From an optimization exercise on the open Yosys and OpenROAD flow, aimed at small area, a short achievable clock period and few clock cycles; shortcuts taken in it are not production practice. RTL that was checked went through simulation tests only; none was proved equivalent to the original. Function not checked in runs 5 and 6: the RTL went through the layout flow alone. Power figures rest on the tool's default switching activity, not on a simulated workload.

--- config.mk ---
export PLATFORM = sky130hd
export DESIGN_NAME = Core
export DESIGN_NICKNAME = Core
export VERILOG_FILES = /design/flow/design.v
export SDC_FILE = /design/flow/constraint.sdc
export NUM_CORES = 4
export LEC_CHECK = 0
export CAP_MARGIN = 20
export CORE_MARGIN = 2
export CORE_UTILIZATION = 40
export SLEW_MARGIN = 20
--- constraint.sdc ---
create_clock -name core_clock -period 4.0 [get_ports {clk}]
set_input_delay 0.8000 -clock core_clock [delete_from_list [all_inputs] [get_ports {clk}]]
set_output_delay 0.8000 -clock core_clock [all_outputs]
set_load 0.01 [all_outputs]
--- design.v ---
module ALU (
    A,
    B,
    cin,
    ALUOP,
    product,
    cout,
    Zero
);
parameter TERMINAL_RANGE = 8;
input [TERMINAL_RANGE-1:0] A, B;
input cin, ALUOP;
output reg [TERMINAL_RANGE-1:0] product;
output reg cout, Zero;
wire [TERMINAL_RANGE-1:0] cleaned_B;
assign cleaned_B = ALUOP ? -B : B;
always @(*) begin
    {cout, product} = A + cleaned_B + cin;
    Zero = (product == 0);
end
endmodule
module MUX (
    select,
    a,
    b,
    out
);
parameter WORD_RANGE = 16;
input select;
input [WORD_RANGE-1:0] a;
input [WORD_RANGE-1:0] b;
output reg [WORD_RANGE-1:0] out;
always @(select, a, b) begin
    if (~select) begin
        out = a;
    end else begin
        out = b;
    end
end
endmodule
module Stack(Clk, RstN, Enable, Data_in, Push, Pop, Data_out, Full, Empty);
	parameter WORD_RANGE = 8;
	parameter WORD_COUNT = 8;
	localparam PTR_BITS = $clog2(WORD_COUNT + 1);
	input Clk, RstN, Enable, Push, Pop;
	input [WORD_RANGE-1:0] Data_in;
	output reg [WORD_RANGE-1:0] Data_out;
	output reg Full, Empty;
	reg [PTR_BITS-1:0] ptr;
	reg [WORD_RANGE-1:0] vars[WORD_COUNT-1:0];
	always @(posedge Clk) begin
		if(RstN) begin
			ptr <= 0;
			Empty <= 1;
			Full <= 0;
			Data_out <= 0;
		end
		else begin
			if (Enable) begin
				if(Pop) begin
					if(~Empty) begin
						Full <= 0;
						ptr <= ptr - 1;
						Data_out <= vars[ptr - 1];
						if(ptr == 1)
							Empty <= 1;
					end else begin
						Data_out <= 0;
					end
				end
				else if(Push & ~Full) begin
					Empty <= 0;
					vars[ptr] <= Data_in;
					ptr <= ptr + 1;
					if(ptr == WORD_COUNT - 1)
						Full <= 1;
				end
			end
		end
	end
endmodule
module DataPath (
    clk,
    rst,
    data_in,
    load_a,
    push_alu_not_data,
    ALUOP,
    pop_operand,
    push_result,
    update_flags,
    datapath_stack_out,
    flags
);
parameter WORD_RANGE = 8;
parameter STACK_WORD_COUNT = 8;
parameter FLAGS_COUNT = 2;
input clk, rst;
input [WORD_RANGE-1:0] data_in;
input load_a, push_alu_not_data, ALUOP, pop_operand;
input push_result, update_flags;
output [WORD_RANGE-1:0] datapath_stack_out;
output reg [FLAGS_COUNT-1:0] flags;
reg [WORD_RANGE-1:0] cache_a;
wire [WORD_RANGE-1:0] alu_out;
wire [WORD_RANGE-1:0] stack_out;
wire cout, zero;
ALU alu(
    cache_a,
    stack_out,
    1'b0,
    ALUOP,
    alu_out,
    cout,
    zero
);
defparam alu.TERMINAL_RANGE = WORD_RANGE;
always @(posedge clk) begin
    if (rst) begin
        cache_a <= {WORD_RANGE{1'b0}};
        flags <= {FLAGS_COUNT{1'b0}};
    end else begin
        if (load_a)
            cache_a <= stack_out;
        if (update_flags) begin
            flags[0] <= zero;
            flags[1] <= alu_out[WORD_RANGE-1];
        end
    end
end
wire stack_enable;
assign stack_enable = push_result || pop_operand;
wire [WORD_RANGE-1:0] stack_in;
MUX push_mux(
    push_alu_not_data,
    data_in,
    alu_out,
    stack_in
);
defparam push_mux.WORD_RANGE = WORD_RANGE;
wire stack_full, stack_empty;
Stack stack(
	clk, rst, stack_enable, stack_in, push_result, pop_operand, stack_out,
	stack_full, stack_empty
);
defparam stack.WORD_RANGE = WORD_RANGE;
defparam stack.WORD_COUNT = STACK_WORD_COUNT;
assign datapath_stack_out = stack_out;
endmodule
module ControlUnit (
    clk,
    rst,
    init_PC,
    imem_addr,
    imem_rdata,
    dmem_rdata,
    stack_out,
    flags,
    load_a,
    push_alu_not_data,
    ALUOP,
    pop_operand,
    push_result,
    update_flags,
    datapath_in,
    data_memory_addr,
    write_mem_result,
    halted
);
parameter DATA_RANGE = 8;
parameter INST_RANGE = 12;
parameter OP_CODE_RANGE = 4;
parameter FLAGS_COUNT = 2;
localparam FETCH = 3'b000;
localparam START = 3'b001;
localparam MID = 3'b010;
localparam END = 3'b100;
localparam HALT = 3'b111;
input clk, rst;
input [DATA_RANGE-1:0] init_PC;
output [DATA_RANGE-1:0] imem_addr;
input [INST_RANGE-1:0] imem_rdata;
input [DATA_RANGE-1:0] dmem_rdata;
input [DATA_RANGE-1:0] stack_out;
input [FLAGS_COUNT-1:0] flags;
output reg load_a, push_alu_not_data, ALUOP, pop_operand, push_result, update_flags;
output reg write_mem_result;
output reg [DATA_RANGE-1:0] datapath_in;
output [DATA_RANGE-1:0] data_memory_addr;
output reg halted;
reg [2:0] states;
reg [DATA_RANGE-1:0] PC;
reg [INST_RANGE-1:0] IR;
wire [INST_RANGE-1:0] inst;
assign inst = (states == START) ? imem_rdata : IR;
wire [OP_CODE_RANGE-1:0] op_code;
assign op_code = inst[INST_RANGE-1:INST_RANGE-OP_CODE_RANGE];
assign imem_addr = PC;
assign data_memory_addr = inst[DATA_RANGE-1:0];
always @(posedge clk) begin
    if (rst) begin
        states <= FETCH;
        PC <= init_PC;
        IR <= {INST_RANGE{1'b0}};
        halted <= 1'b0;
    end else begin
        case (states)
            FETCH: states <= START;
            START: begin
                IR <= imem_rdata;
                case (op_code)
                    4'b0000: begin
                        PC <= PC + 1;
                        states <= FETCH;
                    end
                    4'b0001, 4'b0010, 4'b0011, 4'b0100, 4'b0101, 4'b0110, 4'b0111:
                        states <= MID;
                    default: begin
                        halted <= 1'b1;
                        states <= HALT;
                    end
                endcase
            end
            MID: begin
                case (op_code)
                    4'b0001, 4'b0010: begin
                        PC <= PC + 1;
                        states <= FETCH;
                    end
                    4'b0011: begin
                        PC <= stack_out;
                        states <= FETCH;
                    end
                    4'b0100: begin
                        PC <= flags[0] ? stack_out : PC + 1;
                        states <= FETCH;
                    end
                    4'b0101: begin
                        PC <= flags[1] ? stack_out : PC + 1;
                        states <= FETCH;
                    end
                    default: states <= END;
                endcase
            end
            END: begin
                PC <= PC + 1;
                states <= FETCH;
            end
            default: states <= HALT;
        endcase
    end
end
always @(*) begin
    load_a = 0;
    push_alu_not_data = 0;
    ALUOP = op_code[0];
    pop_operand = 0;
    push_result = 0;
    update_flags = 0;
    write_mem_result = 0;
    datapath_in = inst[DATA_RANGE-1:0];
    case (states)
        START: begin
            case (op_code)
                4'b0000: push_result = 1;
                4'b0010, 4'b0011, 4'b0100, 4'b0101, 4'b0110, 4'b0111:
                    pop_operand = 1;
                default: ;
            endcase
        end
        MID: begin
            case (op_code)
                4'b0001: begin
                    datapath_in = dmem_rdata;
                    push_result = 1;
                end
                4'b0010: write_mem_result = 1;
                4'b0110, 4'b0111: begin
                    load_a = 1;
                    pop_operand = 1;
                end
                default: ;
            endcase
        end
        END: begin
            push_alu_not_data = 1;
            push_result = 1;
            update_flags = 1;
        end
        default: ;
    endcase
end
endmodule
module Core (
    clk,
    rst,
    init_PC,
    imem_addr,
    imem_rdata,
    dmem_addr,
    dmem_we,
    dmem_wdata,
    dmem_rdata,
    halted
);
parameter WORD_RANGE = 8;
parameter STACK_WORD_COUNT = 8;
parameter INST_RANGE = 12;
parameter OP_CODE_RANGE = 4;
input clk;
input rst;
input [WORD_RANGE-1:0] init_PC;
output [WORD_RANGE-1:0] imem_addr;
input [INST_RANGE-1:0] imem_rdata;
output [WORD_RANGE-1:0] dmem_addr;
output dmem_we;
output [WORD_RANGE-1:0] dmem_wdata;
input [WORD_RANGE-1:0] dmem_rdata;
output halted;
wire [WORD_RANGE-1:0] datapath_in, datapath_stack_out;
wire [1:0] flags;
wire load_a, push_alu_not_data, ALUOP, pop_operand, push_result, update_flags;
DataPath dp(
    clk,
    rst,
    datapath_in,
    load_a,
    push_alu_not_data,
    ALUOP,
    pop_operand,
    push_result,
    update_flags,
    datapath_stack_out,
    flags
);
defparam dp.WORD_RANGE = WORD_RANGE;
defparam dp.STACK_WORD_COUNT = STACK_WORD_COUNT;
ControlUnit cu(
    clk,
    rst,
    init_PC,
    imem_addr,
    imem_rdata,
    dmem_rdata,
    datapath_stack_out,
    flags,
    load_a,
    push_alu_not_data,
    ALUOP,
    pop_operand,
    push_result,
    update_flags,
    datapath_in,
    dmem_addr,
    dmem_we,
    halted
);
defparam cu.DATA_RANGE = WORD_RANGE;
defparam cu.INST_RANGE = INST_RANGE;
defparam cu.OP_CODE_RANGE = OP_CODE_RANGE;
assign dmem_wdata = datapath_stack_out;
endmodule
--- run.sh ---
#!/bin/bash
# synth_recipe.tcl (not shown) runs the flow's synth.tcl, then flattens the netlist and writes it again
# the make line also repeats each setting of config.mk as NAME=value (left out here)
make -C /OpenROAD-flow-scripts/flow DESIGN_CONFIG=/design/flow/config.mk WORK_HOME=/design/flow/orfs CLKGATE_MAP_FILE= SYNTH_SCRIPT=/design/flow/synth_recipe.tcl finish
==> flow_summary.toml, run 1 <==
[yosys]
synth_edf_count = 72
syn_inst = 500
synth_seq_cells = 112
ys_warn_count = 5
ys_seq_area_share_pct = 51.3
synth_area_per_cell_um2 = 11.5
synth-main-ff-cell = "edfxtp_1"
synth_cell_types = 69
ys_async_sr_fraction_pct = 0
synthesis.nets = 543
netlist_area_um2 = 5770

[final_layout]
final_cells = 747
fin_nets = 605
syn_to_final_growth_pct = 19.4
drive_gt1_share_pct = 17.1
nFillCells = 1285
n_antenna_cell = 0
final_core_util_pct = 49.3

[clock_tree]
cts_repair_resize_count = 0
cts.sinks = 112
cts_hold_buf = 0
clk-insertion-delay-late_ns = 0.36
root_buffer = "clkbuf_16"
numCtsBuffers = 9
clkTransAtPathRegs_ns = 0.08
cts_tree = "done"
cts.path.max_buffers = 2
post_cts_buffers = 0
htree_levels = 3

[sta]
relSlewSlack_pct = 43.4
finalHoldViolations = 0
setup_violations = 0
hold-worst-slack_ns = 0.484
rsz0062_at_grt = "no"
drv_slew = 0
finClkSkew_ns = 0.0138
fmax_mhz = 279
finalSetupTns_ns = 0
min_period_ns = 3.59
tightest_slew_ns = 0.849
finalCritPeriodShare_pct = 89.7

[power]
p_per_area_nw_per_um2 = 396
power_w = 0.00273
cellLeakagePower_nw = 2.40
max-vdd-ir-drop_v = 0.000303

[grt]
grt_pass1_wl_um = 21500
grt_max_degree = 31
grt.overflow.total = 0
antenna_found_initial = 0
first_global_vias = 3977
track_usage_pct = 18.8

[worst_setup_path]
r2r_cells = 10
worstPathMaxFanout = 8
crit_path_end = "dp.stack.vars[4][7]$_DFFE_PP_"
r2r_end = "dp.stack.vars[4][7]$_DFFE_PP_"
setup.worst_path.start = "imem_rdata[8]"
path_class = "in -> reg"
r2r_start = "cu.states[0]$_SDFF_PP0_"
cp.required_ns = 4.09
arrival_ns = 3.68
end_kind = "register"
crit_path_start_kind = "input port"
ff2ff_setup_slack_ns = 0.54

[place]
placed_cells = 731
hpwl_um = 9690
port_buffers = 55
gp_congestion = 0.840

[route]
wl_per_cell_um = 18.1
vias = 4038
first_pass_iters = 4
via_per_inst = 5.41
drt_iter0_markers = 249
ant_nets = 0
wl_um = 13500
drc = 0

[floorplanning]
pin_count = 56
dieArea_um2 = 15400
start_util_pct = 41.3
die_height_um = 124
fp.dieW_um = 124
num_rows = 43
core_area_um2 = 14000

[run]
maxCapViolCount = 0

[run_status]
outcome = "no timing/DRC/antenna violations"

[worst_hold_path]
hold_path.class = "reg -> reg"
metrics by stage:
| step | setup WS (ns) | instance area, µm² |
|---|---|---|
| floorplan | 0.796 | 5770 |
| global placement | 0.135 | 6590 |
| detailed placement | 0.0869 | 6590 |
| CTS | 0.448 | 6890 |
| global route | 0.110 | 6890 |
| finish | 0.414 | 6890 |
cell usage after synthesis (all sizes together) (9+ instances only):
| master | number | area [µm²] |
|---|---|---|
| nor2 | 50 | 193 |
| nand2 | 29 | 111 |
| mux2 | 22 | 251 |
| a22oi | 9 | 67.6 |
| dfxtp | 40 | 801 |
| o21ai | 15 | 75.1 |
| mux4 | 16 | 360 |
| xor2 | 9 | 78.8 |
| and2 | 9 | 56.3 |
| nand3 | 11 | 67.6 |
| mux2i | 14 | 140 |
| nor3 | 20 | 100 |
| a21oi | 28 | 144 |
| edfxtp | 72 | 2160 |
| ha | 12 | 150 |
| inv | 19 | 71.3 |
| buf | 18 | 128 |
| clkbuf | 17 | 63.8 |
where the power goes:
part           switching (W)  internal (W)  leakage (nW)
Sequential         0.0000419       0.00131         0.989
Clock               0.000445      0.000441         0.143
Combinational       0.000262      0.000229          1.27
Total               0.000750       0.00198          2.40
cell families (layout without fill, tap and decap cells):
kind of cell | after synthesis | in the layout | synth area share (%)
AOI/OAI and AO/OA | 96 | 96 | 11.4
xor gates and xnor gates | 17 | 17 | 2.58
adders and majority gates | 13 | 13 | 2.95
buffers and inverters | 54 | 121 | 4.55
DFF | 112 | 112 | 51.3
muxes | 52 | 52 | 13.0
and+or+nand+nor | 156 | 156 | 14.2
cell usage in the layout, fill, tap and decap left out, types with 3 or more instances in the layout:
master and count:
a211oi_1 5, a21o_1 3, a21oi_1 27, a22oi_1 9
a31oi_1 4, and2_1 8, buf_4 31, clkbuf_16 9
clkdlybuf4s50_1 55, dfxtp_1 40, edfxtp_1 72, ha_1 12
inv_1 19, mux2_2 20, mux2i_1 14, mux4_2 16
nand2_1 28, nand3_1 10, nor2_1 48, nor2b_1 8
nor3_1 20, nor3b_1 3, o21a_1 3, o21ai_0 14
o31ai_1 8, or3_1 4, xnor2_1 8, xor2_1 9
critical path, cell delays in order:
cell and delay (ns):
clkdlybuf4s50_1 0.43, and4bb_2 0.28, a21oi_1 0.32, nor2_1 0.09, xor2_1 0.16, ha_1 0.27
a211oi_1 0.30, o21ai_0 0.14, a21oi_1 0.26, xor2_1 0.13, a21oi_1 0.48
flip-flops by register name, indices dropped and copies added (netlist names), 2 cells and up:
register,flops
dp.stack.ptr,4
dp.cache_a,8
dp.flags,2
dp.stack.vars,64
cu.PC,8
dp.stack.Data_out,8
cu.states,3
cu.IR,12
worst min-delay path by stage:
| stage | start | endpoint | slack (ns) | cells after the start |
|---|---|---|---|---|
| after floorplan | dp.cache_a[0]$_SDFFE_PP0P_ | dp.cache_a[0]$_SDFFE_PP0P_ | 0.46 | 2 |
| after detailed placement | cu.halted$_SDFFE_PP0P_ | cu.halted$_SDFFE_PP0P_ | 0.46 | 2 |
| after global placement | cu.halted$_SDFFE_PP0P_ | cu.halted$_SDFFE_PP0P_ | 0.46 | 2 |
| final | cu.halted$_SDFFE_PP0P_ | cu.halted$_SDFFE_PP0P_ | 0.48 | 2 |
| after global routing | cu.halted$_SDFFE_PP0P_ | cu.halted$_SDFFE_PP0P_ | 0.53 | 2 |
| after CTS | cu.halted$_SDFFE_PP0P_ | cu.halted$_SDFFE_PP0P_ | 0.49 | 2 |
final cells by class:
| type | count | area (µm²) | area share (%) |
|---|---|---|---|
| multi-input combinational | 334 | 2550 | 37.0 |
| inverter | 19 | 71.3 | 1.04 |
| clock buffer | 9 | 225 | 3.27 |
| tap | 180 | 225 | 3.27 |
| timing repair buffer | 86 | 783 | 11.4 |
| clock inverter | 7 | 75.1 | 1.09 |
| sequential | 112 | 2960 | 43.0 |
layer usage:
metal | share of wire [%] | wire length [µm] | global-route usage (%) | vias to the layer above
met5 | 0 | 0 | 0 | -
met4 | 0.58 | 78 | 5.48 | 0
met3 | 3.9 | 522 | 3.30 | 4
met2 | 49 | 6610 | 31.6 | 70
met1 | 47 | 6280 | 24.9 | 1986
li1 | - | - | - | 1978
Testbench counts, summed over its fixed seeds: cycles 92,608.
==> inputs of run 2 (changes only) <==
==> design.v (replaced) <==
module Core (
    clk,
    rst,
    init_PC,
    imem_addr,
    imem_rdata,
    dmem_addr,
    dmem_we,
    dmem_wdata,
    dmem_rdata,
    halted
);
input clk;
input rst;
input [7:0] init_PC;
output [7:0] imem_addr;
input [11:0] imem_rdata;
output [7:0] dmem_addr;
output dmem_we;
output [7:0] dmem_wdata;
input [7:0] dmem_rdata;
output reg halted;
reg [7:0] sa;        
reg fv;              
reg [3:0] op;
reg [7:0] imm;
reg xv;              
reg pend;            
reg z, n;
reg [3:0] cnt;       
reg [7:0] s0, s1, s2, s3, s4, s5, s6, s7;
wire full = cnt[3];
wire is_push = (op[3:1] == 3'b000);
wire is_ld   = (op == 4'd1);
wire is_st   = (op == 4'd2);
wire is_pop  = (op[3:1] == 3'b001) | (op[3:1] == 3'b010);
wire is_alu  = (op[3:1] == 3'b011);
wire uses_tos = is_pop | is_alu;
wire stall = pend & xv & uses_tos;
wire go = xv & ~stall;
wire taken = go & ((op == 4'd3) | ((op == 4'd4) & z) | ((op == 4'd5) & n));
assign imem_addr = taken ? s0 : sa;
assign dmem_addr = imm;
assign dmem_we = go & is_st;
assign dmem_wdata = s0;
wire [3:0] rop = imem_rdata[11:8];
wire capture = fv & ~stall & ~taken & ~halted;
wire r_halt = rop[3];
wire r_uses = (rop[3:1] != 3'b000);
wire push_go = go & is_push & ~full;
wire shift_up = go & (is_pop | is_alu);
wire stall_next = go & is_ld & ~full & capture & r_uses & ~r_halt;
wire [7:0] alu_r = op[0] ? (s0 - s1) : (s0 + s1);
always @(posedge clk) begin
    if (rst) begin
        sa <= init_PC;
        fv <= 1'b0;
        xv <= 1'b0;
        pend <= 1'b0;
        halted <= 1'b0;
        z <= 1'b0;
        n <= 1'b0;
        cnt <= 4'd0;
        s0 <= 8'd0;
        s1 <= 8'd0;
    end else begin
        fv <= 1'b1;
        if (taken)
            sa <= s0 + 8'd1;
        else if (!stall_next)
            sa <= sa + 8'd1;
        if (!stall) begin
            op <= rop;
            imm <= imem_rdata[7:0];
            xv <= capture & ~r_halt;
        end
        if (capture & r_halt)
            halted <= 1'b1;
        pend <= go & is_ld & ~full;
        if (push_go)
            cnt <= cnt + 4'd1;
        else if (go & is_pop & (cnt != 4'd0))
            cnt <= cnt - 4'd1;
        else if (go & is_alu & (cnt != 4'd1))
            cnt <= (cnt == 4'd0) ? 4'd1 : cnt - 4'd1;
        if (push_go)
            s0 <= imm;
        else if (go & is_pop)
            s0 <= s1;
        else if (go & is_alu)
            s0 <= alu_r;
        else if (pend)
            s0 <= dmem_rdata;
        if (push_go)
            s1 <= pend ? dmem_rdata : s0;
        else if (shift_up)
            s1 <= (cnt[3] | (cnt[1] & cnt[0]) | cnt[2]) ? s2 : 8'd0;
        if (go & is_alu) begin
            z <= (alu_r == 8'd0);
            n <= alu_r[7];
        end
    end
end
always @(posedge clk) begin
    if (push_go) begin
        s2 <= s1; s3 <= s2; s4 <= s3; s5 <= s4; s6 <= s5; s7 <= s6;
    end else if (shift_up) begin
        s2 <= s3; s3 <= s4; s4 <= s5; s5 <= s6; s6 <= s7;
    end
end
endmodule
--- a/config.mk
+++ b/config.mk
@@ -5,7 +5,9 @@
 export SDC_FILE = /design/flow/constraint.sdc
 export NUM_CORES = 4
 export LEC_CHECK = 0
+export ABC_CLOCK_PERIOD_IN_PS = 2500
 export CAP_MARGIN = 20
 export CORE_MARGIN = 2
 export CORE_UTILIZATION = 40
+export SETUP_SLACK_MARGIN = 1.5
 export SLEW_MARGIN = 20
==> run 2 against run 1 <==
  * Still clean
  * Sequential share of layout area fell by 3.4 points
  * Largest power group unchanged
  * Clock power rose by 12%
  * Highest routed layer unchanged
  * Largest cell class unchanged
  * Area after synthesis fell by 13%
  * Combinational power fell by 28%
  * Cell area fell by 5.7%
  * Global-route usage rose by 0.77 points
  * Cell count rose by 3.6%
  * Count of clock-buffer cells in the layout rose by 1
  * Sequential power fell by 18%
  * Wire length fell by 4.0%
==> flow_summary.toml, run 2 <==
[place]
gp_congestion = 0.863
placed_cells = 722
port_buffers = 55
hpwl_um = 8280

[final_layout]
final_cells = 774
nFillCells = 1064
syn_to_final_growth_pct = 30.1
final_core_util_pct = 53.7
fin_nets = 644
layout_common_cells = "nand2_1 (145), edfxtp_1 (68), clkdlybuf4s50_1 (46)"
final_common_cell = "nand2_1"
drive_gt1_share_pct = 18.5
n_antenna_cell = 0

[floorplanning]
dieArea_um2 = 13400
core_area_um2 = 12100
fp.dieW_um = 116
start_util_pct = 41.3
num_rows = 40
pin_count = 56
die_height_um = 116

[worst_setup_path]
crit_buf_inv = 2
cp_slowest_cell = "edfxtp_1"
crit_top_cell = "buf_6"
cp_slowest_stage_delay_ns = 0.44
worstPathMaxFanout = 5
end_kind = "output port"
path_cells = "o21a_2, nor2_4, nand2_4, buf_6, mux2_4, buf_6"
cp.required_ns = 3.20
path_class = "reg -> out"
critPathTopFamily = "flip-flops"
arrival_ns = 1.88
crit_path_start_kind = "register"

[clock_tree]
cts_hold_buf = 0
htree_levels = 3
cts_tree = "done"
cts.sinks = 94
clkTransAtPathRegs_ns = 0.07
root_buffer = "clkbuf_16"
numCtsBuffers = 9
clk-insertion-delay-late_ns = 0.35
cts.path.max_buffers = 2

[grt]
grt.overflow.total = 0
grt_max_degree = 70
grt_pass1_wl_um = 20100
antenna_found_initial = 0
track_usage_pct = 19.5
first_global_vias = 3953

[power]
p_per_area_nw_per_um2 = 378
max-vdd-ir-drop_v = 0.000196
cellLeakagePower_nw = 2.49
power_w = 0.00246

[route]
wl_per_cell_um = 16.7
vias = 4179
drc = 0
drt_iter0_markers = 353
wl_um = 12900
first_pass_iters = 7
ant_nets = 0
via_per_inst = 5.40

[sta]
finalCritPeriodShare_pct = 67.0
hold-worst-slack_ns = 0.449
rsz0062_at_grt = "yes"
min_period_ns = 2.68
drv_slew = 0
setup_violations = 0
finClkSkew_ns = 0.0118
finalSetupTns_ns = 0
fmax_mhz = 373
finalHoldViolations = 0
relSlewSlack_pct = 53.2
tightest_slew_ns = 0.702

[yosys]
ys_warn_count = 1
synthMostInstantiatedCell = "nand2_1"
ys_seq_area_share_pct = 51.3
netlist_top_cells_count = "nand2_1 (146), edfxtp_1 (68), nor2_1 (39)"
netlist.area_leader.share_pct = 40.9
synth_cell_types = 63
synth-main-ff-cell = "edfxtp_1"
synth_edf_count = 68
ys_async_sr_fraction_pct = 0
netlist_area_um2 = 5000
synth_area_per_cell_um2 = 9.57
synth_top_cells_by_area = "edfxtp_1 (41%), nand2_1 (11%), dfxtp_1 (10%)"
synthesis.nets = 565
synth.largest_area_cell = "edfxtp_1"
syn_inst = 522
synth_seq_cells = 94

[worst_hold_path]
hold_path.class = "reg -> reg"

[run_status]
outcome = "no timing/DRC/antenna violations"

[run]
maxCapViolCount = 0
run 2: cell types whose count changed after synthesis, sizes merged, moves of 7 or more:
cell    before  now
o21ai       15   26
a311oi       1   13
mux4        16    0
nand2       29  147
nor3        20    6
nor2        50   41
a22oi        9    2
dfxtp       40   26
o31ai        8    0
a21oi       28   14
mux2        22    7
xor2         9    2
and3         2   11
and2         9    1
run 2: area by class of cell:
class | count | area, µm² | share of cell area [%]
timing repair buffer | 96 | 875 | 13.5
clock buffer | 10 | 229 | 3.52
tap | 168 | 210 | 3.23
multi-input combinational | 383 | 2430 | 37.4
clock inverter | 6 | 116 | 1.79
inverter | 17 | 63.8 | 0.982
sequential | 94 | 2570 | 39.6
run 2: logic make-up after synthesis:
family | count (synthesis) | synth area share (%)
compound gates | 98 | 14.0
xor+xnor | 16 | 2.80
fa+ha+maj | 13 | 3.41
buf+inv | 45 | 4.01
flops | 94 | 51.3
mux | 18 | 3.78
simple gates | 238 | 20.7
run 2: path summary, 6_finish.rpt:
check | startpoint | to | slack, ns | depth (start not counted)
min reg2reg | s6[0]$_DFFE_PP_ | s7[0]$_DFFE_PP_ | 0.45 | 0
min | s6[0]$_DFFE_PP_ | s7[0]$_DFFE_PP_ | 0.45 | 0
max | op[2]$_DFFE_PP_ | imem_addr[1] | 1.32 | 6
max reg2reg | op[0]$_DFFE_PP_ | s0[6]$_SDFF_PP0_ | 1.44 | 9
run 2: power by group:
group | switching [W] | leakage [nW] | internal [W]
logic | 0.000172 | 1.48 | 0.000179
registers | 0.0000362 | 0.849 | 0.00108
clock network | 0.000376 | 0.168 | 0.000617
run 2: metrics by stage:
stage / area, µm² / setup WS, ns
final: 6500 / 1.32
after global routing: 6500 / 1.27
after CTS: 6340 / 1.34
after detailed placement: 5660 / 0.970
after global placement: 5660 / 1.05
after floorplan: 5000 / 1.55
run 2: worst reg2reg max path: stages, from the launching register on:
cell and delay, ns:
edfxtp_1 0.45, buf_4 0.21, nor2_1 0.19, xnor2_1 0.13, ha_1 0.36, a211oi_1 0.12
or4b_1 0.53, o2111ai_2 0.13, o21ai_1 0.09, a311oi_1 0.27
run 2: timing repair:
item / CTS / global route
gates resized for setup: 76 / 21
hold endpoints to repair: 0 / 0
pin swaps: 14 / 14
setup endpoints to repair: 17 / 19
buffers inserted: 28 / 8
run 2: metal layers:
metal,vias up,part of all wire [%],GRT usage [%]
met5,-,0,0
met4,0,2.0,7.38
met3,26,5.7,4.18
met2,142,46,31.3
met1,1983,46,26.1
li1,2028,-,-
Testbench counts of run 2, summed over its fixed seeds: cycles 39,427.
==> inputs of run 3 (changes only) <==
==> config.mk (replaced) <==
export PLATFORM = sky130hd
export DESIGN_NAME = Core
export DESIGN_NICKNAME = Core
export VERILOG_FILES = /design/flow/design.v
export SDC_FILE = /design/flow/constraint.sdc
export NUM_CORES = 4
export LEC_CHECK = 0
export ABC_CLOCK_PERIOD_IN_PS = 1799
export CAP_MARGIN = 20
export CORE_MARGIN = 2
export CORE_UTILIZATION = 40
export SETUP_SLACK_MARGIN = 2.2
export SLEW_MARGIN = 20
==> run 3 against run 2 <==
  * Via count up 20%
  * Clock skew shrank 0.0021 ns
  * Critical path depth is the same
  * Largest cell class is now multi-input combinational cells
  * Utilization increased by 18 points
  * Maximum frequency fell by 2.2%
  * Wire length increased by 43%
  * Largest power group unchanged
  * Cell area rose by 33%
  * Critical path type unchanged
==> flow_summary.toml, run 3 <==
[run_status]
outcome = "no timing/DRC/antenna violations"

[worst_setup_path]
worstPathMaxFanout = 4
ff2ff_setup_slack_ns = 1.36
end_kind = "output port"
arrival_ns = 1.94
crit_path_start_kind = "register"
cp.required_ns = 3.20
path_class = "reg -> out"

[power]
switching_share_pct = 27.0
sequentialPowerShare_pct = 44.4
power_w = 0.00252
p_clk_share_pct = 35.2
combPwrFrac_pct = 20.4
p_per_area_nw_per_um2 = 290
p_int_w = 0.00184
p_sw_w = 0.000679
max-vdd-ir-drop_v = 0.000260
cellLeakagePower_nw = 3.38

[route]
first_pass_iters = 5
drc = 0
vias = 4996
drt_iter0_markers = 389
ant_nets = 0
via_per_inst = 5.73
wl_um = 18500
wl_per_cell_um = 21.2

[yosys]
syn_inst = 522
synth_cell_types = 63
netlist_top_cells_count = "nand2_1 (146), edfxtp_1 (68), nor2_1 (39)"
synth_edf_count = 68
synth.largest_area_cell = "edfxtp_1"
netlist.area_leader.share_pct = 40.9
synthesis.nets = 565
ys_warn_count = 1
synth_seq_cells = 94
netlist_area_um2 = 5000
synth_top_cells_by_area = "edfxtp_1 (41%), nand2_1 (11%), dfxtp_1 (10%)"
synthMostInstantiatedCell = "nand2_1"
ys_async_sr_fraction_pct = 0
ys_seq_area_share_pct = 51.3
synth_area_per_cell_um2 = 9.57
synth-main-ff-cell = "edfxtp_1"

[floorplanning]
core_area_um2 = 12100
fp.dieW_um = 116
pin_count = 56
num_rows = 40
start_util_pct = 41.3
dieArea_um2 = 13400
die_height_um = 116

[grt]
grt_use_met1_pct = 30.0
antenna_found_initial = 0
grt_max_degree = 20
top_usage_layer = "met2"
grt.met3_usage_pct = 5.07
track_usage_pct = 25.3
first_global_vias = 4755
grt.overflow.total = 0
grt_pass1_wl_um = 25600
use_met2_pct = 43.5

[sta]
setup_violations = 0
drv_slew = 0
finalHoldViolations = 0
finalWorstSetupSlack_ns = 1.26
finClkSkew_ns = 0.00974
finalSetupTns_ns = 0
fmax_mhz = 365
relSlewSlack_pct = 66.6
min_period_ns = 2.74
rsz0062_at_grt = "yes"
finalCritPeriodShare_pct = 68.5
tightest_slew_ns = 0.500

[place]
placed_cells = 722
hpwl_um = 8540
dpl_worst_slack_ns = 1.09
gp_congestion = 0.832
port_buffers = 55

[clock_tree]
cts_hold_buf = 0
cts.path.max_buffers = 2
clkTransAtPathRegs_ns = 0.07
numCtsBuffers = 9
clk-insertion-delay-late_ns = 0.36
root_buffer = "clkbuf_16"
cts_tree = "done"
cts.sinks = 94
htree_levels = 3

[run]
maxCapViolCount = 0

[final_layout]
final_common_cell = "nand2_1"
layout_common_cells = "nand2_1 (81), edfxtp_1 (68), buf_4 (56)"
fin_nets = 742
n_antenna_cell = 0
syn_to_final_growth_pct = 73.6
nFillCells = 747
drive_gt1_share_pct = 50.7
final_cells = 872
final_core_util_pct = 71.6

[worst_hold_path]
hold_path.class = "reg -> reg"
## run 3: cell types whose count changed in the layout (fill, tap and decap cells not counted), sizes merged
cell,delta
buf,+102
clkdlybuf4s50,-17
clkbuf,+11
clkinv,+3
bufinv,-2
clkinvlp,+1
## run 3: final timing paths
check             depth (start not counted)            start               to
setup / recovery                          6  op[0]$_DFFE_PP_     imem_addr[1]
hold / removal                            0  s6[6]$_DFFE_PP_  s7[6]$_DFFE_PP_
setup reg to reg                         12  op[0]$_DFFE_PP_  sa[4]$_DFFE_PP_
hold reg to reg                           0  s6[6]$_DFFE_PP_  s7[6]$_DFFE_PP_
## run 3: area by class of cell
type,count,area (µm²),area share [%]
Tap cell,168,210,2.42
Timing Repair inverter,1,8.76,0.101
Inverter,17,80.1,0.923
Sequential cell,94,2600,30.0
Clock inverter,7,72.6,0.837
Clock buffer,9,225,2.60
Timing Repair Buffer,193,2270,26.2
Multi-Input combinational cell,383,3210,37.0
## run 3: kinds of logic after synthesis
family,Yosys count,synth area share (%)
compound gates,98,14.0
buf+inv,45,4.01
fa+ha+maj,13,3.41
simple gates,238,20.7
xor+xnor,16,2.80
mux,18,3.78
flops,94,51.3
## run 3: power groups by stage
stage	sequential [W]	clock [W]	combinational [W]
after global routing	0.00112	0.000930	0.000542
after floorplan	0.00113	0	0.000191
final	0.00112	0.000887	0.000514
after detailed placement	0.00114	0	0.000298
after global placement	0.00114	0	0.000296
after CTS	0.00111	0.000893	0.000445
## run 3: metrics by stage
step / hold slack [ns] / area [µm²]
after floorplan: 0.426 / 5180
after global placement: 0.429 / 5810
after detailed placement: 0.434 / 5810
after CTS: 0.453 / 7950
after global routing: 0.500 / 8670
final: 0.468 / 8670
## run 3: layer usage
| layer | up-vias | part of all wire (%) |
|---|---|---|
| met5 | - | 0 |
| met4 | 0 | 4.7 |
| met3 | 73 | 6.2 |
| met2 | 248 | 51 |
| met1 | 2439 | 38 |
| li1 | 2236 | - |
## run 3: what timing repair did
item	in CTS	in global routing
gates cloned	17	5
setup buffers	82	30
pin swaps	90	59
gates resized for setup	271	138
endpoints found under the setup margin	156	149
## run 3: critical path: stages (launching register included)
cell and delay, ns:
edfxtp_1 0.45, mux2i_2 0.34, o22ai_4 0.15, nand2_4 0.11, buf_6 0.11, mux2_4 0.30, buf_6 0.12
==> inputs of run 4 (changes only) <==
--- a/config.mk
+++ b/config.mk
@@ -5,9 +5,7 @@
 export SDC_FILE = /design/flow/constraint.sdc
 export NUM_CORES = 4
 export LEC_CHECK = 0
-export ABC_CLOCK_PERIOD_IN_PS = 1799
 export CAP_MARGIN = 20
 export CORE_MARGIN = 2
 export CORE_UTILIZATION = 40
-export SETUP_SLACK_MARGIN = 2.2
 export SLEW_MARGIN = 20
==> run 4 against run 3 <==
  * Largest cell class is now registers
  * Worst hold slack worse by 0.014 ns
  * Flip-flop and latch count did not move
  * Maximum frequency shrank 20%
  * Die area did not move
  * Utilization is 23 points lower
  * Area after synthesis is the same
  * Critical endpoint is now imem_addr[0]
  * Clock skew barely moved
  * Combinational power fell by 45%
  * Worst setup slack lost 0.70 ns
  * Cell area down 32%
==> flow_summary.toml, run 4 <==
[route]
via_per_inst = 5.42
wl_per_cell_um = 16.4
ant_nets = 0
wl_um = 12100
drt_iter0_markers = 426
first_pass_iters = 6
vias = 4002
drc = 0

[place]
hpwl_um = 8460
dpl_cell_area_um2 = 5660
gp_congestion = 0.877
port_buffers = 55

[yosys]
ys_async_sr_fraction_pct = 0
synth_seq_cells = 94
synthesis.nets = 565
synth_cell_types = 63
synth_top_cells_by_area = "edfxtp_1 (41%), nand2_1 (11%), dfxtp_1 (10%)"
ys_warn_count = 1
synthMostInstantiatedCell = "nand2_1"
netlist_area_um2 = 5000
syn_inst = 522
synth_edf_count = 68
synth_area_per_cell_um2 = 9.57
netlist_top_cells_count = "nand2_1 (146), edfxtp_1 (68), nor2_1 (39)"
netlist.area_leader.share_pct = 40.9
ys_seq_area_share_pct = 51.3
synth.largest_area_cell = "edfxtp_1"
synth-main-ff-cell = "edfxtp_1"

[final_layout]
nFillCells = 1144
drive_gt1_share_pct = 6.49
n_antenna_cell = 0
syn_to_final_growth_pct = 18.9
stdcell_area_um2 = 5940
fin_nets = 608
final_common_cell = "nand2_1"
layout_common_cells = "nand2_1 (146), edfxtp_1 (68), clkdlybuf4s50_1 (55)"

[clock_tree]
numCtsBuffers = 9
clk-insertion-delay-late_ns = 0.35
post_cts_buffers = 0
htree_levels = 3
cts.sinks = 94
cts_hold_buf = 0
cts_tree = "done"
root_buffer = "clkbuf_16"
cts_repair_resize_count = 0
clkTransAtPathRegs_ns = 0.07
cts.path.max_buffers = 2

[run_status]
outcome = "no timing/DRC/antenna violations"

[worst_setup_path]
r2r_start = "op[0]$_DFFE_PP_"
r2r_end = "sa[6]$_DFFE_PP_"
end_kind = "output port"
ff2ff_setup_slack_ns = 1.04
cp_slowest_stage_delay_ns = 0.61
worstPathMaxFanout = 11
cp_slowest_cell = "clkdlybuf4s50_1"
critPathTopFamily = "compound AO/OA/AOI/OAI gates"
path_class = "reg -> out"
r2r_cells = 9
crit_buf_inv = 1
cp.required_ns = 3.20
path_cells = "mux2i_1, o22ai_2, nand2_2, o21ai_0, clkdlybuf4s50_1"
setup.worst_path.start = "op[0]$_DFFE_PP_"
arrival_ns = 2.64
crit_path_start_kind = "register"

[sta]
finalSetupTns_ns = 0
min_period_ns = 3.44
setup_violations = 0
relSlewSlack_pct = 52.9
rsz0062_at_grt = "no"
tightest_slew_ns = 0.707
finalHoldViolations = 0
finClkSkew_ns = 0.00930
finalCritPeriodShare_pct = 85.9
drv_slew = 0
fmax_mhz = 291

[grt]
antenna_found_initial = 0
grt_pass1_wl_um = 19200
grt.overflow.total = 0
first_global_vias = 3732
grt_max_degree = 70
track_usage_pct = 18.4

[power]
cellLeakagePower_nw = 2.22
switching_share_pct = 25.7
combPwrFrac_pct = 12.8
p_clk_share_pct = 37.0
sequentialPowerShare_pct = 50.3
max-vdd-ir-drop_v = 0.000169
p_per_area_nw_per_um2 = 373
p_sw_w = 0.000570
p_int_w = 0.00165

[worst_hold_path]
hold_end = "s7[4]$_DFFE_PP_"
hp-start = "s6[4]$_DFFE_PP_"
hold_path.class = "reg -> reg"
hold_path_depth = 0

[run]
maxCapViolCount = 0

[floorplanning]
dieArea_um2 = 13400
pin_count = 56
core_area_um2 = 12100
num_rows = 40
fp.dieW_um = 116
die_height_um = 116
start_util_pct = 41.3
run 4: cell counts after synthesis:
No cell type changed its count.
run 4: layer usage:
layer	vias up	part of all wire (%)	GRT usage, %
li1	1954	-	-
met2	126	46	29.0
met5	-	0	0
met3	17	4.6	3.03
met4	0	2.4	8.49
met1	1905	47	25.1
run 4: cell type report:
type                            count  area (µm²)  area share, %
Sequential cell                    94        2560           43.1
Clock buffer                        9         225           3.79
Inverter                           17        63.8           1.07
Timing Repair Buffer               60         588           9.90
Tap cell                          168         210           3.54
Clock inverter                      7        55.1          0.927
Multi-Input combinational cell    383        2230           37.6
run 4: metrics by stage:
step	std cells	hold slack [ns]	worst slack (ns)	util [%]	total power (W)
global placement	722	0.430	1.00	46.7	0.00141
global route	738	0.470	0.366	49.0	0.00230
finish	738	0.453	0.564	49.0	0.00222
detailed placement	722	0.432	0.974	46.7	0.00141
floorplan	522	0.426	1.35	-	0.00129
CTS	738	0.451	0.590	49.0	0.00223
run 4: power groups by stage:
stage	logic, W	clock network, W	registers, W
global route	0.000310	0.000872	0.00112
global placement	0.000274	0	0.00113
finish	0.000283	0.000819	0.00111
detailed placement	0.000280	0	0.00114
floorplan	0.000168	0	0.00112
CTS	0.000282	0.000837	0.00111
run 4: logic make-up after synthesis:
family	after synthesis	share of synthesized area, %
compound gates	98	14.0
fa+ha+maj	13	3.41
buf+inv	45	4.01
simple gates	238	20.7
flops	94	51.3
xor+xnor	16	2.80
mux	18	3.78
run 4: worst max-delay path by stage:
| stage | endpoint | slack [ns] | cells after the start |
|---|---|---|---|
| after CTS | imem_addr[0] | 0.59 | 5 |
| after floorplan | sa[4]$_DFFE_PP_ | 1.35 | 10 |
| after global routing | imem_addr[0] | 0.37 | 5 |
| after global placement | imem_addr[0] | 1.00 | 5 |
| after detailed placement | imem_addr[0] | 0.97 | 5 |
| final | imem_addr[0] | 0.56 | 5 |
==> inputs of run 5 (changes only) <==
--- a/design.v
+++ b/design.v
@@ -22,14 +22,17 @@
 output reg halted;
 reg [7:0] sa;        
 reg fv;              
+reg kill;            
 reg [3:0] op;
 reg [7:0] imm;
 reg xv;              
+reg jres;            
 reg pend;            
 reg z, n;
 reg [3:0] cnt;       
 reg [7:0] s0, s1, s2, s3, s4, s5, s6, s7;
 wire full = cnt[3];
+wire is_pushi = (op == 4'd0);
 wire is_push = (op[3:1] == 3'b000);
 wire is_ld   = (op == 4'd1);
 wire is_st   = (op == 4'd2);
@@ -38,16 +41,22 @@
 wire uses_tos = is_pop | is_alu;
 wire stall = pend & xv & uses_tos;
 wire go = xv & ~stall;
-wire taken = go & ((op == 4'd3) | ((op == 4'd4) & z) | ((op == 4'd5) & n));
-assign imem_addr = taken ? s0 : sa;
+wire ex_taken = go & ~jres & ((op == 4'd3) | ((op == 4'd4) & z) | ((op == 4'd5) & n));
+assign imem_addr = sa;
 assign dmem_addr = imm;
 assign dmem_we = go & is_st;
 assign dmem_wdata = s0;
 wire [3:0] rop = imem_rdata[11:8];
-wire capture = fv & ~stall & ~taken & ~halted;
 wire r_halt = rop[3];
 wire r_uses = (rop[3:1] != 3'b000);
+wire r_jmp = (rop == 4'd3);
+wire r_jz = (rop == 4'd4);
+wire r_jn = (rop == 4'd5);
+wire capture = fv & ~kill & ~halted & ~stall & ~ex_taken;
 wire push_go = go & is_push & ~full;
+wire early_ok = capture & xv & is_pushi & ~full;
+wire early_res = early_ok & (r_jmp | r_jz | r_jn);
+wire early_taken = early_ok & (r_jmp | (r_jz & z) | (r_jn & n));
 wire shift_up = go & (is_pop | is_alu);
 wire stall_next = go & is_ld & ~full & capture & r_uses & ~r_halt;
 wire [7:0] alu_r = op[0] ? (s0 - s1) : (s0 + s1);
@@ -55,6 +64,7 @@
     if (rst) begin
         sa <= init_PC;
         fv <= 1'b0;
+        kill <= 1'b0;
         xv <= 1'b0;
         pend <= 1'b0;
         halted <= 1'b0;
@@ -65,14 +75,18 @@
         s1 <= 8'd0;
     end else begin
         fv <= 1'b1;
-        if (taken)
-            sa <= s0 + 8'd1;
+        kill <= ex_taken | early_taken;
+        if (ex_taken)
+            sa <= s0;
+        else if (early_taken)
+            sa <= imm;
         else if (!stall_next)
             sa <= sa + 8'd1;
         if (!stall) begin
             op <= rop;
             imm <= imem_rdata[7:0];
             xv <= capture & ~r_halt;
+            jres <= early_res;
         end
         if (capture & r_halt)
             halted <= 1'b1;
@@ -94,7 +108,7 @@
         if (push_go)
             s1 <= pend ? dmem_rdata : s0;
         else if (shift_up)
-            s1 <= (cnt[3] | (cnt[1] & cnt[0]) | cnt[2]) ? s2 : 8'd0;
+            s1 <= (cnt[3] | cnt[2] | (cnt[1] & cnt[0])) ? s2 : 8'd0;
         if (go & is_alu) begin
             z <= (alu_r == 8'd0);
             n <= alu_r[7];
--- a/config.mk
+++ b/config.mk
@@ -5,7 +5,9 @@
 export SDC_FILE = /design/flow/constraint.sdc
 export NUM_CORES = 4
 export LEC_CHECK = 0
+export ABC_CLOCK_PERIOD_IN_PS = 2000
 export CAP_MARGIN = 20
 export CORE_MARGIN = 2
 export CORE_UTILIZATION = 40
+export SETUP_SLACK_MARGIN = 2.0
 export SLEW_MARGIN = 20
==> run 5 against run 4 <==
  * Utilization up 10 points
  * Synthesized cell count fell by 5.6%
  * Critical endpoint is now z$_SDFFE_PP0P_
  * First-iteration DRC count decreased by 21%
  * Global-route usage is 2.7 points higher
  * Clock power rose by 5.7%
  * Combinational power rose by 11%
  * Worst hold slack barely moved
  * Die area decreased by 0.35%
==> flow_summary.toml, run 5 <==
[sta]
finalCritPeriodShare_pct = 63.7
fmax_mhz = 392
finClkSkew_ns = 0.00733
relSlewSlack_pct = 58.0
drv_slew = 0
finalSetupTns_ns = 0
min_period_ns = 2.55
finalHoldViolations = 0
finalWorstSetupSlack_ns = 1.45
setup_violations = 0
rsz0062_at_grt = "yes"
tightest_slew_ns = 0.627

[run_status]
outcome = "no timing/DRC/antenna violations"

[route]
ant_nets = 0
drc = 0
wl_um = 14000
wl_per_cell_um = 17.9
via_per_inst = 5.36
wl_met3_um = 619
met1Wirelength_um = 6350
drt_iter0_markers = 335
first_pass_iters = 7
vias = 4200
wl_met2_um = 6810
dr.max_layer_used = "met4"

[worst_hold_path]
hold_path.class = "reg -> reg"
hp-start = "s6[5]$_DFFE_PP_"
hold_end = "s7[5]$_DFFE_PP_"
hold_path_depth = 0

[final_layout]
nFillCells = 1006
fin_nets = 654
n_antenna_cell = 0
layout_common_cells = "nand2_1 (135), edfxtp_1 (69), buf_4 (38)"
syn_to_final_growth_pct = 43.3
stdcell_area_um2 = 7140
final_common_cell = "nand2_1"
drive_gt1_share_pct = 31.5

[yosys]
ys_seq_area_share_pct = 52.5
synth-xor-area-share_pct = 3.34
synth-main-ff-cell = "edfxtp_1"
synth_cell_types = 70
synthMuxAreaShare_pct = 3.64
ys_async_sr_fraction_pct = 0
syn_inst = 493
synthSimpleGateAreaFrac_pct = 21.1
synth_seq_cells = 96
ys_warn_count = 1
synth_top_family_by_area = "simple AND/OR/NAND/NOR gates"
synthMostInstantiatedCell = "nand2_1"
synth_compound_area_share_pct = 12.5
netlist_area_um2 = 4980
synthesis.nets = 536
synth_top_cells_by_area = "edfxtp_1 (42%), dfxtp_1 (11%), nand2_1 (10%)"
netlist_top_cells_count = "nand2_1 (137), edfxtp_1 (69), nor2_1 (34)"
synth.largest_area_cell = "edfxtp_1"
synth_edf_count = 69
synth_adder_area_share_pct = 3.42
synth_area_per_cell_um2 = 10.1
netlist.area_leader.share_pct = 41.6

[place]
dpl_worst_slack_ns = 0.740
dpl_cell_area_um2 = 5740
gp_congestion = 0.909
port_buffers = 55
hpwl_um = 8170

[clock_tree]
clkTransAtPathRegs_ns = 0.07
cts.path.max_buffers = 2
cts_tree = "done"
htree_levels = 3
clk-insertion-delay-late_ns = 0.36
root_buffer = "clkbuf_16"
numCtsBuffers = 9
cts.sinks = 96

[floorplanning]
core_area_um2 = 12100
fp.dieW_um = 116
pin_count = 56
start_util_pct = 41.3
die_height_um = 116
dieArea_um2 = 13400
num_rows = 40

[worst_setup_path]
arrival_ns = 2.85
end_kind = "register"
r2r_cells = 11
crit_path_start_kind = "register"
r2r_start = "op[0]$_DFFE_PP_"
r2r_end = "z$_SDFFE_PP0P_"
ff2ff_setup_slack_ns = 1.45
path_class = "reg -> reg"
worstPathMaxFanout = 4
cp.required_ns = 4.30

[grt]
grt.overflow.total = 0
track_usage_pct = 21.1
grt_max_degree = 47
grt_pass1_wl_um = 21700
antenna_found_initial = 0
first_global_vias = 4120

[power]
cellLeakagePower_nw = 2.82
max-vdd-ir-drop_v = 0.000354
p_per_area_nw_per_um2 = 324

[run]
maxCapViolCount = 0
run 5: changes by cell type after synthesis, moves of 5 or more:
cell      change
nor2_1        -5
o22ai_1       +7
and3_1        -8
nand3_1      -10
nand2_1       -9
a222oi_1      +5
o211ai_1      -5
a311oi_1     -12
inv_1         -5
o21ai_0      -11
run 5: cells by family (layout without fill, tap and decap cells):
kind of cell | count (synthesis) | in the layout
and+or+nand+nor | 227 | 228
DFF | 96 | 96
AOI/OAI and AO/OA | 84 | 84
buffers and inverters | 37 | 159
xor gates and xnor gates | 19 | 19
muxes | 17 | 17
adders and majority gates | 13 | 13
run 5: how the worst max path moves through the flow:
stage / start / endpoint / depth (start not counted)
4_1_cts: op[0]$_DFFE_PP_ / s0[5]$_SDFF_PP0_ / 9
3_5_place_dp: imem_rdata[9] / sa[3]$_DFFE_PP_ / 7
3_3_place_gp: imem_rdata[9] / sa[4]$_DFFE_PP_ / 7
2_1_floorplan: imem_rdata[11] / sa[3]$_DFFE_PP_ / 6
5_1_grt: op[0]$_DFFE_PP_ / s0[6]$_SDFF_PP0_ / 9
6_report: op[0]$_DFFE_PP_ / z$_SDFFE_PP0P_ / 11
run 5: layer usage:
layer,GRT usage (%),up-vias
met3,4.92,24
met2,34.6,103
met5,0,-
met1,28.0,2062
met4,6.02,0
li1,-,2011
run 5: timing repair:
| action | in CTS | in global routing |
|---|---|---|
| resized for setup | 100 | 63 |
| pin swaps | 46 | 36 |
| buffers inserted | 49 | 16 |
| hold buffers | 0 | 0 |
| gates cloned | 6 | 4 |
| setup endpoints to repair | 164 | 127 |
run 5: critical path: stages, from the launching register on:
cell,delay (ns)
edfxtp_1,0.55
buf_6,0.20
a21oi_4,0.13
xnor2_2,0.08
ha_1,0.33
nor2b_4,0.14
a221o_1,0.31
a211oi_2,0.28
buf_4,0.17
buf_6,0.08
buf_6,0.07
a41o_1,0.14
run 5: area by class of cell:
cell class,count,area (µm²),share of cell area (%)
Tap cell,168,210,2.94
Clock buffer,9,225,3.16
Multi-Input combinational cell,361,2620,36.7
Timing Repair Buffer,126,1280,17.9
Clock inverter,7,70.1,0.982
Inverter,11,57.6,0.806
Timing Repair inverter,6,45.0,0.631
Sequential cell,96,2630,36.9
run 5: per-stage QoR:
| step | total power, W | utilization, % | hold WS (ns) | cells |
|---|---|---|---|---|
| global route | 0.00239 | 59.2 | 0.468 | 784 |
| CTS | 0.00230 | 55.6 | 0.457 | 764 |
| finish | 0.00231 | 59.2 | 0.454 | 784 |
| floorplan | 0.00128 | - | 0.426 | 493 |
| detailed placement | 0.00138 | 47.6 | 0.437 | 693 |
| global placement | 0.00138 | 47.6 | 0.432 | 693 |
run 5: power breakdown:
part | switching, W | total [W] | leakage, nW | internal, W
registers | 0.0000321 | 0.00113 | 0.876 | 0.00110
clock network | 0.000381 | 0.000866 | 0.146 | 0.000484
logic | 0.000144 | 0.000313 | 1.80 | 0.000169
total | 0.000557 | 0.00231 | 2.82 | 0.00176
==> inputs of run 6 (changes only) <==
==> config.mk (replaced) <==
export PLATFORM = sky130hd
export DESIGN_NAME = Core
export DESIGN_NICKNAME = Core
export VERILOG_FILES = /design/flow/design.v
export SDC_FILE = /design/flow/constraint.sdc
export NUM_CORES = 4
export LEC_CHECK = 0
export ABC_CLOCK_PERIOD_IN_PS = 1500
export CAP_MARGIN = 20
export CORE_MARGIN = 2
export CORE_UTILIZATION = 40
export SETUP_SLACK_MARGIN = 2.5
export SLEW_MARGIN = 20
==> run 6 against run 5 <==
  * Still clean on timing, DRC and antenna
  * Count of clock-buffer cells in the layout stayed put
  * Cell count up 7.8%
  * First-iteration DRC count is 49% higher
  * Die area unchanged
  * Via count rose by 14%
  * Register-to-register slack better by 0.10 ns
  * Worst hold slack got worse by 0.0060 ns
  * Worst setup slack better by 0.10 ns
  * Utilization grew 9.7 points
  * Critical path type unchanged
  * Largest power group unchanged
==> flow_summary.toml, run 6 <==
[run_status]
outcome = "no timing/DRC/antenna violations"

[final_layout]
layout_common_cells = "edfxtp_1 (69), buf_4 (63), nand2_2 (62)"
final_common_cell = "edfxtp_1"
n_antenna_cell = 0
nFillCells = 839
final_core_util_pct = 68.9
fin_nets = 716
syn_to_final_growth_pct = 66.9
drive_gt1_share_pct = 53.6

[yosys]
ys_async_sr_fraction_pct = 0
synth_cell_types = 70
netlist.area_leader.share_pct = 41.6
netlist_area_um2 = 4980
synthMostInstantiatedCell = "nand2_1"
synthesis.nets = 536
synth-main-ff-cell = "edfxtp_1"
ys_warn_count = 1
synth_area_per_cell_um2 = 10.1
ys_seq_area_share_pct = 52.5
synth_seq_cells = 96
syn_inst = 493
synth_top_cells_by_area = "edfxtp_1 (42%), dfxtp_1 (11%), nand2_1 (10%)"
synth_edf_count = 69
synth.largest_area_cell = "edfxtp_1"
netlist_top_cells_count = "nand2_1 (137), edfxtp_1 (69), nor2_1 (34)"

[power]
cellLeakagePower_nw = 3.37
max-vdd-ir-drop_v = 0.000215
p_per_area_nw_per_um2 = 292

[sta]
finalWorstSetupSlack_ns = 1.55
finalHoldViolations = 0
hold-worst-slack_ns = 0.448
min_period_ns = 2.45
finalSetupTns_ns = 0
finalCritPeriodShare_pct = 61.2
finClkSkew_ns = 0.00986
fmax_mhz = 409
relSlewSlack_pct = 70.4
setup_violations = 0
tightest_slew_ns = 0.442
drv_slew = 0
rsz0062_at_grt = "yes"

[worst_setup_path]
crit_buf_inv = 2
end_kind = "register"
crit_top_cell = "a211oi_1"
crit_path_start_kind = "register"
arrival_ns = 2.69
cp_slowest_stage_delay_ns = 0.39
worstPathMaxFanout = 4
path_class = "reg -> reg"
critPathTopFamily = "compound AO/OA/AOI/OAI gates"
cp.required_ns = 4.24
cp_slowest_cell = "dfxtp_4"
path_cells = "inv_4, ha_4, a21oi_4, xnor2_1, ha_1, buf_4, nor3b_2, a221o_1, a211oi_2, a211oi_1, a211oi_1, nor3_1"
ff2ff_setup_slack_ns = 1.55

[grt]
grt_pass1_wl_um = 25900
antenna_found_initial = 0
first_global_vias = 4722
grt_max_degree = 30
track_usage_pct = 26.0
grt.overflow.total = 0

[route]
drc = 0
wl_um = 17700
ant_nets = 0
first_pass_iters = 8
drt_iter0_markers = 498
via_per_inst = 5.66
wl_per_cell_um = 20.9
vias = 4780

[place]
port_buffers = 55
dpl_worst_slack_ns = 0.784
gp_congestion = 0.865
hpwl_um = 8410

[clock_tree]
cts.path.max_buffers = 2
clk-insertion-delay-late_ns = 0.36
htree_levels = 3
clkTransAtPathRegs_ns = 0.07
cts.sinks = 96
cts_tree = "done"
root_buffer = "clkbuf_16"
numCtsBuffers = 9

[floorplanning]
die_height_um = 116
num_rows = 40
start_util_pct = 41.3
dieArea_um2 = 13400
core_area_um2 = 12100
pin_count = 56
fp.dieW_um = 116

[worst_hold_path]
hold_path.class = "reg -> reg"

[run]
maxCapViolCount = 0
[run 6: timing repair]
item,4_1_cts,5_1_grt
setup buffers,91,21
pin swaps,99,64
gates resized for setup,281,103
hold buffers,0,0
endpoints found under the setup margin,170,170
gates cloned,22,1
[run 6: layer usage]
metal,share of wire [%],vias to the layer above,GRT usage (%)
li1,-,2150,-
met1,40,2368,31.3
met2,51,218,44.4
met3,6.4,44,5.39
met4,3.2,0,12.4
met5,0,-,0
[run 6: logic make-up after synthesis]
family                     count (synthesis)  synth area share, %
AOI/OAI and AO/OA                         84                 12.5
xor gates and xnor gates                  19                 3.34
adders and majority gates                 13                 3.42
buffers and inverters                     37                 3.59
DFF                                       96                 52.5
muxes                                     17                 3.64
and+or+nand+nor                          227                 21.1
[run 6: metrics by stage]
stage               cell area (µm²)  std cells  power (W)
finish                         8310        845    0.00242
global route                   8310        845    0.00250
CTS                            7760        823    0.00238
detailed placement             5800        695    0.00139
global placement               5800        695    0.00139
floorplan                      5250        493    0.00129
[run 6: area by class of cell]
type / count / area [µm²] / share of cell area [%]
clock inverter: 6 / 67.6 / 0.813
timing repair buffer: 187 / 2120 / 25.5
clock buffer: 9 / 225 / 2.71
tap: 168 / 210 / 2.53
multi-input combinational: 367 / 2960 / 35.6
inverter: 11 / 62.6 / 0.753
timing repair inverter: 1 / 8.76 / 0.105
sequential: 96 / 2660 / 32.0
[run 6: where the power goes]
| part | leakage, nW | total [W] | switching [W] | internal (W) |
|---|---|---|---|---|
| Sequential | 0.880 | 0.00113 | 0.0000303 | 0.00110 |
| Clock | 0.140 | 0.000892 | 0.000406 | 0.000487 |
| Combinational | 2.35 | 0.000404 | 0.000179 | 0.000225 |
[run 6: path summary, 6_finish.rpt]
kind,from,depth (start not counted),to
setup / recovery,s1[0]$_SDFFE_PP0P_,12,s0[5]$_SDFF_PP0_
hold / removal,s6[6]$_DFFE_PP_,0,s7[6]$_DFFE_PP_
setup reg to reg,s1[0]$_SDFFE_PP0P_,12,s0[5]$_SDFF_PP0_
hold reg to reg,s6[6]$_DFFE_PP_,0,s7[6]$_DFFE_PP_

what the ideal ports hide:
The results above use ideal ports. As a check the final layouts listed here were re-extracted and re-timed, cells and wires unchanged.
Step 1 assumes that a clkbuf_16 drives the clock port and a buf_2 every other input.
Step 2, shift: input delay + t, output delay - t, t = (earliest + latest rising clock arrival at the registers) / 2. This alone moves slack from input paths to output paths.
a / b / c = ideal / step 1 / step 2; a / b = the first two.
| run | t, ns | setup slack, ns | worst slew at a driven data input, ns | cell pins on the clock port's net |
|---|---|---|---|---|
| run 1 | 0.392 | 0.414 / 0.425 / 0.033 | 0.04 | 1 |
| run 2 | 0.387 | 1.321 / 1.278 / 1.425 | 0.04 | 1 |
| run 3 | 0.388 | 1.260 / 1.222 / 1.359 | 0.05 | 1 |
| run 4 | 0.380 | 0.564 / 0.524 / 0.904 | 0.04 | 1 |
| run 5 | 0.391 | 1.451 / 1.451 / 1.232 | 0.05 | 1 |
| run 6 | 0.393 | 1.552 / 1.552 / 1.341 | 0.05 | 1 |
After both steps every run listed still meets setup and hold. The setup slack of run 1, which loses most, moves by +0.011 ns with the drivers and by -0.381 ns with both steps.
